Source: an optimization exercise on an open RTL-to-GDS flow (aim: small area). Production flows keep margins and buffers that such runs may drop.
Where RTL was checked, it was by simulation tests only, not by an equivalence proof against the original.

==> module linear_transfomation, before the edit <==
module linear_transfomation (
	input			clock,
	input			rst_n,
	input			cal_begin,
	output			cal_valid,
	input  [11:0]	indata,
	output [11:0]	outdata,
	input  [11:0]	C00, C01, C02, C03, C04, C05, C06, C07, C08,
	input  [11:0]	C09, C10, C11, C12, C13, C14, C15, C16
);
reg  [3:0]	cnt;		 
wire		ready = cnt[3] & cnt[0];
always @(posedge clock, negedge rst_n)
	if (~rst_n)			cnt <= 4'd0;
	else if (ready)		cnt <= cal_begin ? 4'd0 : 4'd9;
	else				cnt <= cnt + 4'd1;
assign cal_valid = ready & ~cal_begin;
reg [11:0]	x1;
always @(posedge clock) x1 <= indata;
wire		lo_zero	= ~|x1[7:0];
wire		full	= lo_zero & |x1[11:8];
wire [3:0]	s		= x1[11:8] - {3'd0, full};
wire [2:0]	j		= s[3:1];
wire [3:0]	e		= {1'b0, j} + {3'd0, s[0]};
reg [11:0]	codd, ceven;
always @(*) begin
	case (j)
	3'd0: codd = C01;
	3'd1: codd = C03;
	3'd2: codd = C05;
	3'd3: codd = C07;
	3'd4: codd = C09;
	3'd5: codd = C11;
	3'd6: codd = C13;
	default: codd = C15;
	endcase
	case (e)
	4'd0: ceven = C00;
	4'd1: ceven = C02;
	4'd2: ceven = C04;
	4'd3: ceven = C06;
	4'd4: ceven = C08;
	4'd5: ceven = C10;
	4'd6: ceven = C12;
	4'd7: ceven = C14;
	default: ceven = C16;
	endcase
end
wire [11:0]	c_lo	= s[0] ? codd  : ceven;
wire [11:0]	c_hi	= s[0] ? ceven : codd;
wire [11:0]	dc		= c_hi - c_lo;
wire [7:0]	d		= dc[11:4];
wire [15:0]	p		= full ? {d, 8'd0} : x1[7:0] * d;
wire [11:0]	a		= {p[15:5], |p[4:2]};
reg [11:0]	y2, y3, y4, y5, y6;
always @(posedge clock) begin
	y2 <= c_lo + a;
	y3 <= y2;
	y4 <= y3;
	y5 <= y4;
	y6 <= y5;
end
assign outdata = y6;
endmodule
Settings: LEC_CHECK=0, ABC_AREA=0, CAP_MARGIN=20, CORE_MARGIN=2, CORE_UTILIZATION=40, PLACE_DENSITY=0.6, SLEW_MARGIN=20; clock period 5.5 ns.
run.sh (not shown) runs the stock make flow with config.mk's settings and CLKGATE_MAP_FILE= SYNTH_SCRIPT=/design/flow/synth_recipe.tcl, a recipe that flattens the netlist after the stock synthesis.
The starting point reached the layout checks and failed them: negative setup slack.
Then changed:
--- a/flow/design.v
+++ b/flow/design.v
@@ -15,13 +15,11 @@
 	if (~rst_n)			cnt <= 4'd0;
 	else if (ready)		cnt <= cal_begin ? 4'd0 : 4'd9;
 	else				cnt <= cnt + 4'd1;
 assign cal_valid = ready & ~cal_begin;
-reg [11:0]	x1;
-always @(posedge clock) x1 <= indata;
-wire		lo_zero	= ~|x1[7:0];
-wire		full	= lo_zero & |x1[11:8];
-wire [3:0]	s		= x1[11:8] - {3'd0, full};
+wire [11:0]	x		= indata;
+wire		full	= ~|x[7:0] & |x[11:8];
+wire [3:0]	s		= x[11:8] - {3'd0, full};
 wire [2:0]	j		= s[3:1];
 wire [3:0]	e		= {1'b0, j} + {3'd0, s[0]};
 reg [11:0]	codd, ceven;
 always @(*) begin
@@ -49,15 +47,27 @@
 end
 wire [11:0]	c_lo	= s[0] ? codd  : ceven;
 wire [11:0]	c_hi	= s[0] ? ceven : codd;
 wire [11:0]	dc		= c_hi - c_lo;
-wire [7:0]	d		= dc[11:4];
-wire [15:0]	p		= full ? {d, 8'd0} : x1[7:0] * d;
+reg [11:0]	c1;
+reg [7:0]	d1, u1;
+reg			full1;
+always @(posedge clock) begin
+	c1		<= c_lo;
+	d1		<= dc[11:4];
+	u1		<= x[7:0];
+	full1	<= full;
+end
+wire [15:0]	p		= full1 ? {d1, 8'd0} : u1 * d1;
 wire [11:0]	a		= {p[15:5], |p[4:2]};
-reg [11:0]	y2, y3, y4, y5, y6;
+reg [11:0]	c2, a2;
 always @(posedge clock) begin
-	y2 <= c_lo + a;
-	y3 <= y2;
+	c2 <= c1;
+	a2 <= a;
+end
+reg [11:0]	y3, y4, y5, y6;
+always @(posedge clock) begin
+	y3 <= c2 + a2;
 	y4 <= y3;
 	y5 <= y4;
 	y6 <= y5;
 end
The new run produced a layout that fails on negative setup slack.
Global-route usage fell by 4.5 points.
Wire length falls by 21%.
Non-clock buffer count came out lower by 150.
Die area rose by 2.2%.
Only the layout flow was run in the second run of this note; the RTL was not checked for function there.

linear_transfomation, a different RTL version from the one above (not shown whole).
Size in the first run: ~610 cells after synthesis, ~93 flip-flops, roughly 230 I/O pins, about 6800 sq um of cells after synthesis.
==> module linear_transfomation, before the edit <==
module linear_transfomation (
	input			clock,
	input			rst_n,
	input			cal_begin,
	output			cal_valid,
	input  [11:0]	indata,
	output [11:0]	outdata,
	input  [11:0]	C00, C01, C02, C03, C04, C05, C06, C07, C08,
	input  [11:0]	C09, C10, C11, C12, C13, C14, C15, C16
);
reg  [3:0]	cnt;		 
wire		ready = cnt[3] & cnt[0];
always @(posedge clock, negedge rst_n)
	if (~rst_n)			cnt <= 4'd0;
	else if (ready)		cnt <= cal_begin ? 4'd0 : 4'd9;
	else				cnt <= cnt + 4'd1;
assign cal_valid = ready & ~cal_begin;
reg [11:0]	x;
always @(posedge clock) x <= indata;
wire		full	= ~|x[7:0] & |x[11:8];
wire [3:0]	s		= x[11:8] - {3'd0, full};
wire [2:0]	j		= s[3:1];
wire [3:0]	e		= {1'b0, j} + {3'd0, s[0]};
wire [11:0]	o01		= j[0] ? C03 : C01;
wire [11:0]	o23		= j[0] ? C07 : C05;
wire [11:0]	o45		= j[0] ? C11 : C09;
wire [11:0]	o67		= j[0] ? C15 : C13;
wire [11:0]	o03		= j[1] ? o23 : o01;
wire [11:0]	o47		= j[1] ? o67 : o45;
wire [11:0]	codd	= j[2] ? o47 : o03;
wire [11:0]	e01		= e[0] ? C02 : C00;
wire [11:0]	e23		= e[0] ? C06 : C04;
wire [11:0]	e45		= e[0] ? C10 : C08;
wire [11:0]	e67		= e[0] ? C14 : C12;
wire [11:0]	e03		= e[1] ? e23 : e01;
wire [11:0]	e47		= e[1] ? e67 : e45;
wire [11:0]	ceven	= e[3] ? C16 : e[2] ? e47 : e03;
wire [11:0]	c_lo	= s[0] ? codd  : ceven;
wire [11:0]	t		= codd + ~ceven + {11'd0, ~s[0]};
wire [11:0]	dc		= t ^ {12{s[0]}};
reg [11:0]	c1;
reg [7:0]	d1, u1;
reg			full1;
always @(posedge clock) begin
	c1		<= c_lo;
	d1		<= dc[11:4];
	u1		<= x[7:0];
	full1	<= full;
end
wire [15:0]	m		= u1 * d1 + {d1 & {8{full1}}, 8'd0}
					+ {c1[11:1], c1[0], c1[0], c1[0], 2'b00};
wire [4:0]	pl		= u1[4:0] * d1[4:0];
reg [11:0]	y3, y4, y5, y6;
always @(posedge clock) begin
	y3 <= {m[15:5], c1[0] ^ (|pl[4:2])};
	y4 <= y3;
	y5 <= y4;
	y6 <= y5;
end
assign outdata = y6;
endmodule
Settings: LEC_CHECK=0, ABC_AREA=0, CAP_MARGIN=20, CORE_MARGIN=2, CORE_UTILIZATION=40, PLACE_DENSITY=0.6, SLEW_MARGIN=20; clock period 5.5 ns.
standard.sh (not shown) runs the stock make flow with config.mk's settings and CLKGATE_MAP_FILE= SYNTH_SCRIPT=/design/flow/synth_recipe.tcl, a recipe that flattens the netlist after the stock synthesis.
==> flow/flow/run.sh <==
#!/bin/bash
# Standard layout, with the port buffers made from the smallest buffer cell,
# a clock tree of small buffers without dummy loads, and power (area)
# recovery on paths with positive slack.
export BUFFER_PORTS_ARGS="-buffer_cell sky130_fd_sc_hd__buf_1"
export CTS_ARGS="-sink_clustering_enable -repair_clock_nets -dont_use_dummy_load -buf_list {sky130_fd_sc_hd__clkbuf_4 sky130_fd_sc_hd__clkbuf_8}"
export RECOVER_POWER=100
bash standard.sh > standard.log 2>&1
The baseline produced a clean layout.
==> next run, changes <==
==> flow/design.v (replaced) <==
`timescale 1ns/1ps
module linear_transfomation (
	input			clock,
	input			rst_n,
	input			cal_begin,
	output			cal_valid,
	input  [11:0]	indata,
	output [11:0]	outdata,
	input  [11:0]	C00, C01, C02, C03, C04, C05, C06, C07, C08,
	input  [11:0]	C09, C10, C11, C12, C13, C14, C15, C16
);
reg  [3:0]	cnt;		 
wire		ready = cnt[3] & cnt[0];
always @(posedge clock, negedge rst_n)
	if (~rst_n)			cnt <= 4'd0;
	else if (ready)		cnt <= cal_begin ? 4'd0 : 4'd9;
	else				cnt <= cnt + 4'd1;
assign cal_valid = ready & ~cal_begin;
reg [11:0]	x;
always @(posedge clock) x <= indata;
wire		full	= ~|x[7:0] & |x[11:8];
wire [3:0]	s		= x[11:8] - {3'd0, full};
wire [2:0]	j		= s[3:1];
wire [3:0]	e		= {1'b0, j} + {3'd0, s[0]};
reg [11:0]	codd, ceven;
always @(*) begin
	case (j)
	3'd0: codd = C01;
	3'd1: codd = C03;
	3'd2: codd = C05;
	3'd3: codd = C07;
	3'd4: codd = C09;
	3'd5: codd = C11;
	3'd6: codd = C13;
	default: codd = C15;
	endcase
	case (e)
	4'd0: ceven = C00;
	4'd1: ceven = C02;
	4'd2: ceven = C04;
	4'd3: ceven = C06;
	4'd4: ceven = C08;
	4'd5: ceven = C10;
	4'd6: ceven = C12;
	4'd7: ceven = C14;
	default: ceven = C16;
	endcase
end
wire [11:0]	c_lo	= s[0] ? codd  : ceven;
wire [11:0]	c_hi	= s[0] ? ceven : codd;
wire [11:0]	dc		= c_hi - c_lo;
reg [11:0]	c1;
reg [7:0]	d1, u1;
reg			full1;
always @(posedge clock) begin
	c1		<= c_lo;
	d1		<= dc[11:4];
	u1		<= x[7:0];
	full1	<= full;
end
wire [15:0]	p		= full1 ? {d1, 8'd0} : u1 * d1;
wire [11:0]	a		= {p[15:5], |p[4:2]};
reg [11:0]	c2, a2;
always @(posedge clock) begin
	c2 <= c1;
	a2 <= a;
end
reg [11:0]	y4, y5, y6;
always @(posedge clock) begin
	y4 <= c2 + a2;
	y5 <= y4;
	y6 <= y5;
end
assign outdata = y6;
endmodule
Outcome: The new run ran to the end with no violations. Die area went up by 3.2%. Setup slack is worse by 0.052 ns. Final area is higher by 4.8%. Hold slack degrades by 0.036 ns. Via count went up by 25%. Routed wire length is higher by about 17%.
Function not checked in the first run of this note: the RTL went through the layout flow alone.

## main
linear_transfomation, a different RTL version from the one above (not shown whole).
For scale: ~540 cells after synthesis, about 93 flip-flops, about 0.0063 mm^2 of cells after synthesis.
clock: 5.5 ns
lec_check: 0
abc_area: 0
cap_margin: 20
core_margin: 2
core_utilization: 40
place_density: 0.6
slew_margin: 20
Scripts as last shown in full above: flow/flow/run.sh
In summary, main completed successfully, with a layout that passed the timing, DRC and antenna checks.
For the feature branch, these inputs were changed with respect to main:
-- flow/design.v --
<<< main, line 258
assign m[5] = ra[5] ^ rb[5] ^ rc[5];
assign rc[6] = (ra[5] & rb[5]) | (ra[5] & rc[5]) | (rb[5] & rc[5]);
assign m[6] = ra[6] ^ rb[6] ^ rc[6];
assign rc[7] = (ra[6] & rb[6]) | (ra[6] & rc[6]) | (rb[6] & rc[6]);
assign m[7] = ra[7] ^ rb[7] ^ rc[7];
assign rc[8] = (ra[7] & rb[7]) | (ra[7] & rc[7]) | (rb[7] & rc[7]);
assign m[15:8] = ra[15:8] + rb[15:8] + rc[8];
reg [11:0]	y3, y4, y5, y6;
always @(posedge clock) begin
>>> the feature branch, line 258
assign m[5] = ra[5] ^ rb[5] ^ rc[5];
assign rc[6] = (ra[5] & rb[5]) | (ra[5] & rc[5]) | (rb[5] & rc[5]);
assign m[15:6] = ra[15:6] + rb[15:6] + rc[6];
reg [11:0]	y3, y4, y5, y6;
always @(posedge clock) begin
Notes after the runs:
The feature branch finished end to end and its layout was clean on timing, DRC and antenna. The feature branch ends up with a global-route wire length before repair that is about 1.7% higher than in main. Re wire length on met1: the feature branch is 6.3% up on main. The die outline width of the feature branch and that of main are within noise of each other. Compare main and the feature branch | synthesized cell count lower: main. Total global routing track utilization (the feature branch over main): increase, 0.61 points. Non-clock buffer count shrinks by a few percent when moving from main to the feature branch. Compared with main, the feature branch shows a higher hold slack. Delta (the feature branch minus main): area of the die barely changed, final worst slack shows an increase of 0.23 ns, total number of vias climbed 57.
Function not checked in main: the RTL went through the layout flow alone.

== 12-06 ==
RTL: one of the versions met above, not the one the previous note started from.
Size in the first run: about 760 cells after synthesis, about 230 I/O pins.
==> module linear_transfomation, before the edit <==
module linear_transfomation (
	input			clock,
	input			rst_n,
	input			cal_begin,
	output			cal_valid,
	input  [11:0]	indata,
	output [11:0]	outdata,
	input  [11:0]	C00, C01, C02, C03, C04, C05, C06, C07, C08,
	input  [11:0]	C09, C10, C11, C12, C13, C14, C15, C16
);
reg  [3:0]	cnt;		 
wire		ready = cnt[3] & cnt[0];
always @(posedge clock, negedge rst_n)
	if (~rst_n)			cnt <= 4'd0;
	else if (ready)		cnt <= cal_begin ? 4'd0 : 4'd9;
	else				cnt <= cnt + 4'd1;
assign cal_valid = ready & ~cal_begin;
reg [11:0]	x;
always @(posedge clock) x <= indata;
wire		full	= ~|x[7:0] & |x[11:8];
wire [3:0]	s		= x[11:8] - {3'd0, full};
wire [2:0]	j		= s[3:1];
wire [3:0]	e		= {1'b0, j} + {3'd0, s[0]};
reg [11:0]	codd, ceven;
always @(*) begin
	case (j)
	3'd0: codd = C01;
	3'd1: codd = C03;
	3'd2: codd = C05;
	3'd3: codd = C07;
	3'd4: codd = C09;
	3'd5: codd = C11;
	3'd6: codd = C13;
	default: codd = C15;
	endcase
	case (e)
	4'd0: ceven = C00;
	4'd1: ceven = C02;
	4'd2: ceven = C04;
	4'd3: ceven = C06;
	4'd4: ceven = C08;
	4'd5: ceven = C10;
	4'd6: ceven = C12;
	4'd7: ceven = C14;
	default: ceven = C16;
	endcase
end
wire [11:0]	c_lo	= s[0] ? codd  : ceven;
wire [11:0]	c_hi	= s[0] ? ceven : codd;
wire [11:0]	dc		= c_hi - c_lo;
reg [11:0]	c1;
reg [7:0]	d1, u1;
reg			full1;
always @(posedge clock) begin
	c1		<= c_lo;
	d1		<= dc[11:4];
	u1		<= x[7:0];
	full1	<= full;
end
wire [15:0]	p		= full1 ? {d1, 8'd0} : u1 * d1;
wire [11:0]	a		= {p[15:5], |p[4:2]};
reg [11:0]	c2, a2;
always @(posedge clock) begin
	c2 <= c1;
	a2 <= a;
end
reg [11:0]	y4, y5, y6;
always @(posedge clock) begin
	y4 <= c2 + a2;
	y5 <= y4;
	y6 <= y5;
end
assign outdata = y6;
endmodule
==> flow/config.mk <==
export PLATFORM = sky130hd
export DESIGN_NAME = linear_transfomation
export DESIGN_NICKNAME = linear_transfomation
export VERILOG_FILES = /design/flow/design.v
export SDC_FILE = /design/flow/constraint.sdc
export NUM_CORES = 4
export LEC_CHECK = 0
export ABC_AREA = 0
export CAP_MARGIN = 20
export CORE_MARGIN = 2
export CORE_UTILIZATION = 40
export PLACE_DENSITY = 0.6
export SLEW_MARGIN = 20
==> flow/constraint.sdc <==
create_clock -name core_clock -period 5.5 [get_ports {clock}]
set_input_delay 1.1000 -clock core_clock [delete_from_list [all_inputs] [get_ports {clock}]]
set_output_delay 1.1000 -clock core_clock [all_outputs]
set_load 0.01 [all_outputs]
==> flow/flow/run.sh <==
#!/bin/bash
# Standard layout, with the port buffers made from the smallest buffer cell.
export BUFFER_PORTS_ARGS="-buffer_cell sky130_fd_sc_hd__buf_1"
bash standard.sh > standard.log 2>&1
Input-level comparison between 11-12 and 12-06:
--- a/flow/design.v
+++ b/flow/design.v
@@ -55,21 +55,18 @@
 always @(posedge clock) begin
 	c1		<= c_lo;
 	d1		<= dc[11:4];
 	u1		<= x[7:0];
 	full1	<= full;
 end
-wire [15:0]	p		= full1 ? {d1, 8'd0} : u1 * d1;
-wire [11:0]	a		= {p[15:5], |p[4:2]};
-reg [11:0]	c2, a2;
+wire [15:0]	m		= u1 * d1 + {d1 & {8{full1}}, 8'd0}
+					+ {c1[11:1], c1[0], c1[0], c1[0], 2'b00};
+wire [4:0]	pl		= u1[4:0] * d1[4:0];
+reg [11:0]	y3, y4, y5, y6;
 always @(posedge clock) begin
-	c2 <= c1;
-	a2 <= a;
-end
-reg [11:0]	y4, y5, y6;
-always @(posedge clock) begin
-	y4 <= c2 + a2;
+	y3 <= {m[15:5], c1[0] ^ (|pl[4:2])};
+	y4 <= y3;
 	y5 <= y4;
 	y6 <= y5;
 end
 assign outdata = y6;
 endmodule
## What came out
- Worst clock skew delta (11-12 -> 12-06): insignificant
- Compared with 12-06, 11-12 shows a higher synthesized netlist cell count.
- Compared with 12-06, in 11-12 number of multi-input logic gates climbed 6, register area decreased by 11% relative to the old numbers.
- 12-06 and 11-12 ended up with nearly the same design area.
For 11-12, only the layout was checked, not whether the RTL still works.

==> separate check: timing with driven ports <==
How much do the figures lean on ideal ports? The routed layouts below were timed once more, with nothing changed but the port constraints. Step 1 (the two cells are an assumption about what drives the block):
set clk [get_ports {clock}]
set_driving_cell -lib_cell sky130_fd_sc_hd__clkbuf_16 $clk
set_driving_cell -lib_cell sky130_fd_sc_hd__buf_2 [delete_from_list [all_inputs] $clk]
Step 2 adds t to the input delays and takes it off the output delays; t is the mean of the earliest and latest rising clock arrival at the registers after step 1. Input paths then give back, and output paths get back, about the clock's delay inside the block. Slacks: no drivers / after step 1 / after step 2; pairs: no drivers / after step 1.
| run | t (ns) | setup WS [ns] | worst setup path after step 2 | worst data-port slew with drivers (ns) |
|---|---|---|---|---|
| the first run of note 1 | 0.370 | -4.497 / -4.497 / -4.497 | register to register | 0.09 |
| the second run of note 1 | 0.376 | -0.008 / 0.009 / -0.367 | input to register | 0.08 |
| the first run of note 2 | 0.385 | 0.424 / 0.424 / 0.424 | register to register | 0.07 |
| the second run of note 2 | 0.388 | 0.372 / 0.372 / 0.372 | register to register | 0.08 |
| main | 0.374 | 0.307 / 0.307 / 0.307 | register to register | 0.07 |
| the feature branch | 0.384 | 0.534 / 0.534 / 0.534 | register to register | 0.07 |
| 12-06 | 0.386 | 0.367 / 0.367 / 0.367 | register to register | 0.08 |
| 11-12 | 0.373 | 0.442 / 0.442 / 0.442 | register to register | 0.07 |
The setup slack of the second run of note 1, which loses most, moves by +0.017 ns with the drivers and by -0.359 ns with both steps.
